This is an optimization exercise on Yosys and OpenROAD, whose aim is small area, a short achievable clock period and few clock cycles, not a production implementation.
Where RTL was checked, it was by simulation tests only, not by an equivalence proof against the original.

==> trial 94 <==
## MandelbrotGen
module MandelbrotGen(
		input Clk_100M,           
		input  [4:0]BTNS,         
		input  SW0,               
		input  SW15,              
		output reg [18:0] addrA,  
		output reg [11:0] dinA,   
		output reg wea            
    );
clock: 11.0 ns
lec_check: 0
abc_area: 1
cap_margin: 70
core_margin: 2
core_utilization: 40
setup_slack_margin: 5
slew_margin: 70
synth_hierarchical: 1
synth_minimum_keep_size: 0
tns_end_percent: 0
standard.sh (not shown) runs the stock make flow with config.mk's settings and CLKGATE_MAP_FILE= SYNTH_SCRIPT=/design/flow/synth_recipe.tcl, a recipe that flattens the netlist after the stock synthesis.
==> flow/flow/run.sh <==
#!/bin/bash
# Layout flow: the standard synthesis (standard.sh synth), then the
# standard ORFS layout steps (standard.sh's make command) with these changes:
#  - the resizer's timing repair aims for a larger setup slack margin, so that
#    it shortens the critical paths below the clock period;
#  - extra ORFS variables given in EXTRA below.
# Each tool's output goes to a log file in this folder.
set -euo pipefail
MARGIN=7.5
EXTRA='BUFFER_PORTS_ARGS="-buffer_cell sky130_fd_sc_hd__buf_2"'
bash standard.sh synth > synth.log 2>&1
sed -e "s/SETUP_SLACK_MARGIN=[0-9.]*/SETUP_SLACK_MARGIN=$MARGIN/" \
    -e "s|\"\${@:-finish}\"|$EXTRA \"\${@:-finish}\"|" standard.sh > layout.sh
bash layout.sh > layout.log 2>&1
==> build 87 (differences from trial 94) <==
--- a/flow/design.v
+++ b/flow/design.v
@@ -19,20 +19,17 @@
 	rst_q   <= SW15;
 	restart <= raw_restart;
 	pan_im  <= ~SW15 & (BTNS[0] | BTNS[1]);
 	pan_re  <= ~SW15 & ~BTNS[0] & ~BTNS[1] & (BTNS[3] | BTNS[4]);
 	pan_sub <= BTNS[0] | (~BTNS[1] & BTNS[3]);
 	zoom    <= BTNS[2];
 	sw0_q   <= SW0;
 end
-reg [17:0] re0, im0;           
-reg [4:0] sexp;                
-reg szero;                     
-wire [17:0] shift = szero ? 18'd0 : (18'd1 << sexp);
+reg [17:0] shift, re0, im0;    
 reg [9:0] xn;                  
 reg [8:0] yn;                  
 reg col0;                      
 reg pix0;                      
 reg ipar;                      
 reg hpar;                      
 reg [17:0] zr1, zi1, cr1, ci1;
 reg [7:0] n1;                  
@@ -1213,37 +1210,32 @@
 wire [17:0] add_a = pan_im ? im0 : pan_re ? re0 : col0 ? ci1 : cr1;
 wire [17:0] add_b = pan ? {shift[12:0], 5'b0} : shift;
 wire add_sub = pan ? pan_sub : col0;
 wire [17:0] add_r = add_a + (add_b ^ {18{add_sub}}) + {17'b0, add_sub};
 wire [17:0] crn = col0 ? re0 : add_r;
 wire [17:0] cin = pix0 ? im0 : col0 ? add_r : ci1;
 wire [17:0] pre0 = pan_re ? add_r : re0;
 wire [17:0] pim0 = pan_im ? add_r : im0;
-reg [17:0] nre0, nim0;
-reg [4:0] nsexp;
-reg nszero;
+reg [17:0] nshift, nre0, nim0;
 always @* begin
-	nsexp = sexp; nszero = szero; nre0 = pre0; nim0 = pim0;
+	nshift = shift; nre0 = pre0; nim0 = pim0;
 	if (zoom) begin
 		if (!sw0_q) begin
-			if (sexp == 5'd17) nszero = 1'b1;
-			else               nsexp  = sexp + 5'd1;
+			nshift = {shift[16:0], 1'b0};
 			nre0   = {pre0[16:0], 1'b0};
 			nim0   = {pim0[16:0], 1'b0};
 		end else begin
-			if (sexp == 5'd0)  nszero = 1'b1;
-			else               nsexp  = sexp - 5'd1;
+			nshift = {1'b0, shift[17:1]};
 			nre0   = {pre0[17], pre0[17:1]};
 			nim0   = {pim0[17], pim0[17:1]};
 		end
 	end
 	if (rst_q) begin
-		nsexp  = 5'd6;         
-		nszero = 1'b0;
+		nshift = 18'd64;
 		nre0   = 18'h3B000;    
 		nim0   = 18'h03C00;    
 	end
 end
 wire [17:0] zr_nx = take ? crn : nzr;
 wire [17:0] zi_nx = take ? cin : nzi;
 always @(posedge Clk_100M) begin
 	xc_q <= xc_w;
@@ -1265,17 +1257,17 @@
 		n1 <= 8'd0; d1 <= 1'b0; t1 <= ipar;
 	end else begin
 		cr1 <= cr2; ci1 <= ci2;
 		n1 <= d2 ? n2 : n2 + 8'd1;
 		d1 <= d2 | stop; t1 <= t2;
 	end
 	v1 <= ~restart & (v2 | take);
 	if (restart) begin
-		sexp <= nsexp; szero <= nszero; re0 <= nre0; im0 <= nim0;
+		shift <= nshift; re0 <= nre0; im0 <= nim0;
 		xn <= 10'd0; yn <= 9'd0; col0 <= 1'b1; pix0 <= 1'b1; ipar <= 1'b0;
 	end else if (take) begin
 		ipar <= ~ipar;
 		pix0 <= 1'b0;
 		if (xn == 10'd639) begin
 			xn   <= 10'd0;
 			col0 <= 1'b1;
 			if (yn == 9'd479) begin
==> flow/config.mk (replaced) <==
export PLATFORM = sky130hd
export DESIGN_NAME = MandelbrotGen
export DESIGN_NICKNAME = MandelbrotGen
export VERILOG_FILES = /design/flow/design.v
export SDC_FILE = /design/flow/constraint.sdc
export NUM_CORES = 8
export LEC_CHECK = 0
export ABC_AREA = 1
export CAP_MARGIN = 70
export CORE_MARGIN = 2
export CORE_UTILIZATION = 50
export SETUP_SLACK_MARGIN = 5
export SLEW_MARGIN = 70
export SYNTH_HIERARCHICAL = 1
export SYNTH_MINIMUM_KEEP_SIZE = 0
export TNS_END_PERCENT = 0
==> build 23 (differences from trial 94) <==
--- a/flow/design.v
+++ b/flow/design.v
@@ -19,20 +19,17 @@
 	rst_q   <= SW15;
 	restart <= raw_restart;
 	pan_im  <= ~SW15 & (BTNS[0] | BTNS[1]);
 	pan_re  <= ~SW15 & ~BTNS[0] & ~BTNS[1] & (BTNS[3] | BTNS[4]);
 	pan_sub <= BTNS[0] | (~BTNS[1] & BTNS[3]);
 	zoom    <= BTNS[2];
 	sw0_q   <= SW0;
 end
-reg [17:0] re0, im0;           
-reg [4:0] sexp;                
-reg szero;                     
-wire [17:0] shift = szero ? 18'd0 : (18'd1 << sexp);
+reg [17:0] shift, re0, im0;    
 reg [9:0] xn;                  
 reg [8:0] yn;                  
 reg col0;                      
 reg pix0;                      
 reg ipar;                      
 reg hpar;                      
 reg [17:0] zr1, zi1, cr1, ci1;
 reg [7:0] n1;                  
@@ -1213,37 +1210,32 @@
 wire [17:0] add_a = pan_im ? im0 : pan_re ? re0 : col0 ? ci1 : cr1;
 wire [17:0] add_b = pan ? {shift[12:0], 5'b0} : shift;
 wire add_sub = pan ? pan_sub : col0;
 wire [17:0] add_r = add_a + (add_b ^ {18{add_sub}}) + {17'b0, add_sub};
 wire [17:0] crn = col0 ? re0 : add_r;
 wire [17:0] cin = pix0 ? im0 : col0 ? add_r : ci1;
 wire [17:0] pre0 = pan_re ? add_r : re0;
 wire [17:0] pim0 = pan_im ? add_r : im0;
-reg [17:0] nre0, nim0;
-reg [4:0] nsexp;
-reg nszero;
+reg [17:0] nshift, nre0, nim0;
 always @* begin
-	nsexp = sexp; nszero = szero; nre0 = pre0; nim0 = pim0;
+	nshift = shift; nre0 = pre0; nim0 = pim0;
 	if (zoom) begin
 		if (!sw0_q) begin
-			if (sexp == 5'd17) nszero = 1'b1;
-			else               nsexp  = sexp + 5'd1;
+			nshift = {shift[16:0], 1'b0};
 			nre0   = {pre0[16:0], 1'b0};
 			nim0   = {pim0[16:0], 1'b0};
 		end else begin
-			if (sexp == 5'd0)  nszero = 1'b1;
-			else               nsexp  = sexp - 5'd1;
+			nshift = {1'b0, shift[17:1]};
 			nre0   = {pre0[17], pre0[17:1]};
 			nim0   = {pim0[17], pim0[17:1]};
 		end
 	end
 	if (rst_q) begin
-		nsexp  = 5'd6;         
-		nszero = 1'b0;
+		nshift = 18'd64;
 		nre0   = 18'h3B000;    
 		nim0   = 18'h03C00;    
 	end
 end
 wire [17:0] zr_nx = take ? crn : nzr;
 wire [17:0] zi_nx = take ? cin : nzi;
 always @(posedge Clk_100M) begin
 	xc_q <= xc_w;
@@ -1265,17 +1257,17 @@
 		n1 <= 8'd0; d1 <= 1'b0; t1 <= ipar;
 	end else begin
 		cr1 <= cr2; ci1 <= ci2;
 		n1 <= d2 ? n2 : n2 + 8'd1;
 		d1 <= d2 | stop; t1 <= t2;
 	end
 	v1 <= ~restart & (v2 | take);
 	if (restart) begin
-		sexp <= nsexp; szero <= nszero; re0 <= nre0; im0 <= nim0;
+		shift <= nshift; re0 <= nre0; im0 <= nim0;
 		xn <= 10'd0; yn <= 9'd0; col0 <= 1'b1; pix0 <= 1'b1; ipar <= 1'b0;
 	end else if (take) begin
 		ipar <= ~ipar;
 		pix0 <= 1'b0;
 		if (xn == 10'd639) begin
 			xn   <= 10'd0;
 			col0 <= 1'b1;
 			if (yn == 9'd479) begin
==> build 10 (differences from trial 94) <==
--- a/flow/design.v
+++ b/flow/design.v
@@ -40,18 +40,17 @@
 reg [0:0] xc_q;
 reg [17:0] t0_q;
 reg [17:0] t1_q;
 reg [17:0] u1_q;
 reg [17:0] yh1_q;
 reg [0:0] yc_q;
 reg [17:0] zh0_q;
 reg [17:0] zh1_q;
-reg [12:0] zl0_q;
-reg [12:0] zl1_q;
+reg [0:0] zc_q;
 reg [17:0] cr2, ci2;
 reg [7:0] n2;
 reg v2, d2, t2;
 wire p0, p1;
 mha u_p0 ((zr1[0] & zr1[4]), (zr1[1] & zr1[3]), p0, p1);
 wire p2, p3;
 mfa u_p2 ((zr1[0] & zr1[5]), (zr1[1] & zr1[4]), (zr1[3] & ~zr1[2]), p2, p3);
 wire p4, p5;
@@ -1039,27 +1038,26 @@
 wire p984, p985;
 mfa u_p984 (p710, p977, p982, p984, p985);
 wire p986, p987;
 mha u_p986 (p979, p984, p986, p987);
 wire p988, p989;
 mfa u_p988 (p675, p694, p711, p988, p989);
 wire p990, p991;
 mfa u_p990 (p983, p988, p985, p990, p991);
+wire [13:0] z_lo = {1'b0, {p771, p761, p758, p748, p735, p732, p726, p720, p716, p713, p552, p532, zi1[1]}} + {1'b0, {p782, p770, p760, p750, p742, p734, p728, p722, p718, p714, p712, 1'b0, p531}};
 wire [0:0] xc_w = {x_lo[14]};
 wire [17:0] t0_w = {p510, p508, p506, p504, p502, p500, p498, p496, p494, p492, p490, p488, p486, p484, p482, p480, p478, p476};
 wire [17:0] t1_w = {p509, p507, p505, p503, p501, p499, p497, p495, p493, p491, p489, p487, p485, p483, p481, p479, p477, 1'b0};
 wire [17:0] u1_w = {p528, p527, p526, p525, p524, p523, p522, p521, p520, p519, p518, p517, p516, p515, p514, p513, p512, 1'b1};
 wire [17:0] yh1_w = {p471, p470, p461, p460, p447, p446, p429, p428, p407, p406, p381, p380, p366, p350, p334, p320, p308, p296};
 wire [0:0] yc_w = {y_lo[14]};
 wire [17:0] zh0_w = {p987, p986, p975, p974, p959, p958, p939, p938, p915, p914, p887, p886, p855, p839, p823, p809, p795, p792};
 wire [17:0] zh1_w = {p990, p981, p980, p967, p966, p949, p948, p927, p926, p901, p900, p871, p870, p854, p838, p822, p808, p794};
-wire [12:0] zl0_w = {p771, p761, p758, p748, p735, p732, p726, p720, p716, p713, p552, p532, zi1[1]};
-wire [12:0] zl1_w = {p782, p770, p760, p750, p742, p734, p728, p722, p718, p714, p712, 1'b0, p531};
-wire [13:0] z_lo = {1'b0, zl0_q} + {1'b0, zl1_q};
+wire [0:0] zc_w = {z_lo[13]};
 wire q0, q1;
 mfa u_q0 (t0_q[0], t1_q[0], yh1_q[0], q0, q1);
 wire q2, q3;
 mfa u_q2 (t0_q[1], t1_q[1], yh1_q[1], q2, q3);
 wire q4, q5;
 mfa u_q4 (t0_q[2], t1_q[2], yh1_q[2], q4, q5);
 wire q6, q7;
 mfa u_q6 (t0_q[3], t1_q[3], yh1_q[3], q6, q7);
@@ -1198,17 +1196,17 @@
 wire q140, q141;
 mfa u_q140 (zh0_q[16], zh1_q[16], ci2[16], q140, q141);
 wire q142, q143;
 mfa u_q142 (zh0_q[17], zh1_q[17], ci2[17], q142, q143);
 wire [18:0] s_sum_t = {{q34, q32, q30, q28, q26, q24, q22, q20, q18, q16, q14, q12, q10, q8, q6, q4, q2, q0}, yc_q[0]} + {{q33, q31, q29, q27, q25, q23, q21, q19, q17, q15, q13, q11, q9, q7, q5, q3, q1, xc_q[0]}, yc_q[0]};
 wire [17:0] s_sum = s_sum_t[18:1];
 wire [18:0] nzr_t = {{q106, q104, q102, q100, q98, q96, q94, q92, q90, q88, q86, q84, q82, q80, q78, q76, q74, q72}, 1'b0} + {{q105, q103, q101, q99, q97, q95, q93, q91, q89, q87, q85, q83, q81, q79, q77, q75, q73, ~yc_q[0]}, 1'b0};
 wire [17:0] nzr = nzr_t[18:1];
-wire [18:0] nzi_t = {{q142, q140, q138, q136, q134, q132, q130, q128, q126, q124, q122, q120, q118, q116, q114, q112, q110, q108}, 1'b0} + {{q141, q139, q137, q135, q133, q131, q129, q127, q125, q123, q121, q119, q117, q115, q113, q111, q109, z_lo[13]}, 1'b0};
+wire [18:0] nzi_t = {{q142, q140, q138, q136, q134, q132, q130, q128, q126, q124, q122, q120, q118, q116, q114, q112, q110, q108}, 1'b0} + {{q141, q139, q137, q135, q133, q131, q129, q127, q125, q123, q121, q119, q117, q115, q113, q111, q109, zc_q[0]}, 1'b0};
 wire [17:0] nzi = nzi_t[18:1];
 wire esc_s  = ~s_sum[17] & s_sum[16] & (|s_sum[15:0]);
 wire stop   = esc_s | (n2 == 8'd149);
 wire retire = v2 & d2 & (t2 == hpar) & ~restart;
 wire take   = (~v2 | retire) & ~restart;
 wire pan = pan_im | pan_re;
 wire [17:0] add_a = pan_im ? im0 : pan_re ? re0 : col0 ? ci1 : cr1;
 wire [17:0] add_b = pan ? {shift[12:0], 5'b0} : shift;
@@ -1249,18 +1247,17 @@
 	xc_q <= xc_w;
 	t0_q <= t0_w;
 	t1_q <= t1_w;
 	u1_q <= u1_w;
 	yh1_q <= yh1_w;
 	yc_q <= yc_w;
 	zh0_q <= zh0_w;
 	zh1_q <= zh1_w;
-	zl0_q <= zl0_w;
-	zl1_q <= zl1_w;
+	zc_q <= zc_w;
 	cr2 <= cr1; ci2 <= ci1; n2 <= n1; d2 <= d1; t2 <= t1;
 	v2 <= v1 & ~restart;
 	zr1 <= zr_nx;
 	zi1 <= zi_nx;
 		if (take) begin
 		cr1 <= crn; ci1 <= cin;
 		n1 <= 8'd0; d1 <= 1'b0; t1 <= ipar;
 	end else begin
==> qor summary <==
| metric | trial 94 | build 10 | build 23 | build 87 |
|---|---|---|---|---|
| Non-clock inverter instance count of the final layout | 553 | 554 | 562 | 562 |
| Fraction of the mapped netlist area in adder cells | 33.2% | 33.6% | 32.9% | 32.9% |
| Placed cell areas | 33500 µm² | 33000 µm² | 33600 µm² | 33300 µm² |
| End-of-flow core utilization | 46.9% | 47.0% | 46.3% | 58.4% |
| Insertion delay of the later-clocked pin in the worst-skew pair | 610 ps | 590 ps | 600 ps | 610 ps |
| Arrival time of data at the critical path endpoint | 4250 ps | 4240 ps | 4180 ps | 4170 ps |
| Summed instance area of the synthesized netlist | 31900 µm² | 31500 µm² | 32100 µm² | 32100 µm² |
| Hold path endpoint | d2 | n2[7] | n2[2] | n2[3] |
| Number of flops mapped to enable cells by yosys | 42 | 42 | 54 | 54 |
| Initial antenna violation count | 0 | 0 | 1 | 0 |
| Placer congestion estimate | 0.915 | 0.910 | 0.914 | 0.927 |
| Count of plain and timing-repair buffers in the layout | 181 | 174 | 154 | 173 |
| Total number of cells along the worst setup path | 14 | 13 | 10 | 11 |
| Detailed placement HPWL | 68200 µm | 68200 µm | 67800 µm | 69500 µm |
| Num CTS Buffers | 42 | 41 | 44 | 45 |
| Die Ht | 287 µm | 285 µm | 287 µm | 257 µm |
| Routed length on met2 | 43100 µm | 44200 µm | 44600 µm | 45900 µm |
| Clock edge transition at the registers on the reported setup and hold paths | 70 ps | 60 ps | 60 ps | 60 ps |
| Worst slack, placed | 6670 ps | 6580 ps | 6610 ps | 6580 ps |
| Status | timing/DRC/antenna clean | timing/DRC/antenna clean | timing/DRC/antenna clean | timing/DRC/antenna clean |
| Synthesized-area fraction occupied by xor and xnor cells | 6.41% | 6.32% | 5.98% | 5.98% |
Testbench counts of build 87, summed over its fixed seeds: cycles 10,830,570.
Testbench counts of build 23, summed over its fixed seeds: cycles 10,830,570.
Only the layout flow was run in trial 94 and build 10; the RTL was not checked for function there.

-- what the ideal ports hide --
How much do the figures lean on ideal ports? The routed layouts below were timed once more, with nothing changed but the port constraints.
Step 1 assumes that a clkbuf_16 drives the clock port and a buf_2 every other input.
Step 2 also shifts input and output timing later by t, the mid clock arrival at the registers, as if the neighbouring blocks saw the same clock.
Three values: no drivers, after step 1, after step 2; two values: the first two.
run	t (ns)	setup slack, ns	worst setup path at the end	worst slew at a driven data input, ns	pins driven straight from the clock port
trial 94	0.649	7.233 / 7.233 / 7.233	register to register	0.03	1
build 87	0.661	7.296 / 7.296 / 7.296	register to register	0.03	1
build 23	0.647	7.274 / 7.274 / 7.274	register to register	0.03	1
build 10	0.638	7.220 / 7.220 / 7.220	register to register	0.03	1
After both steps every run listed still meets setup and hold.
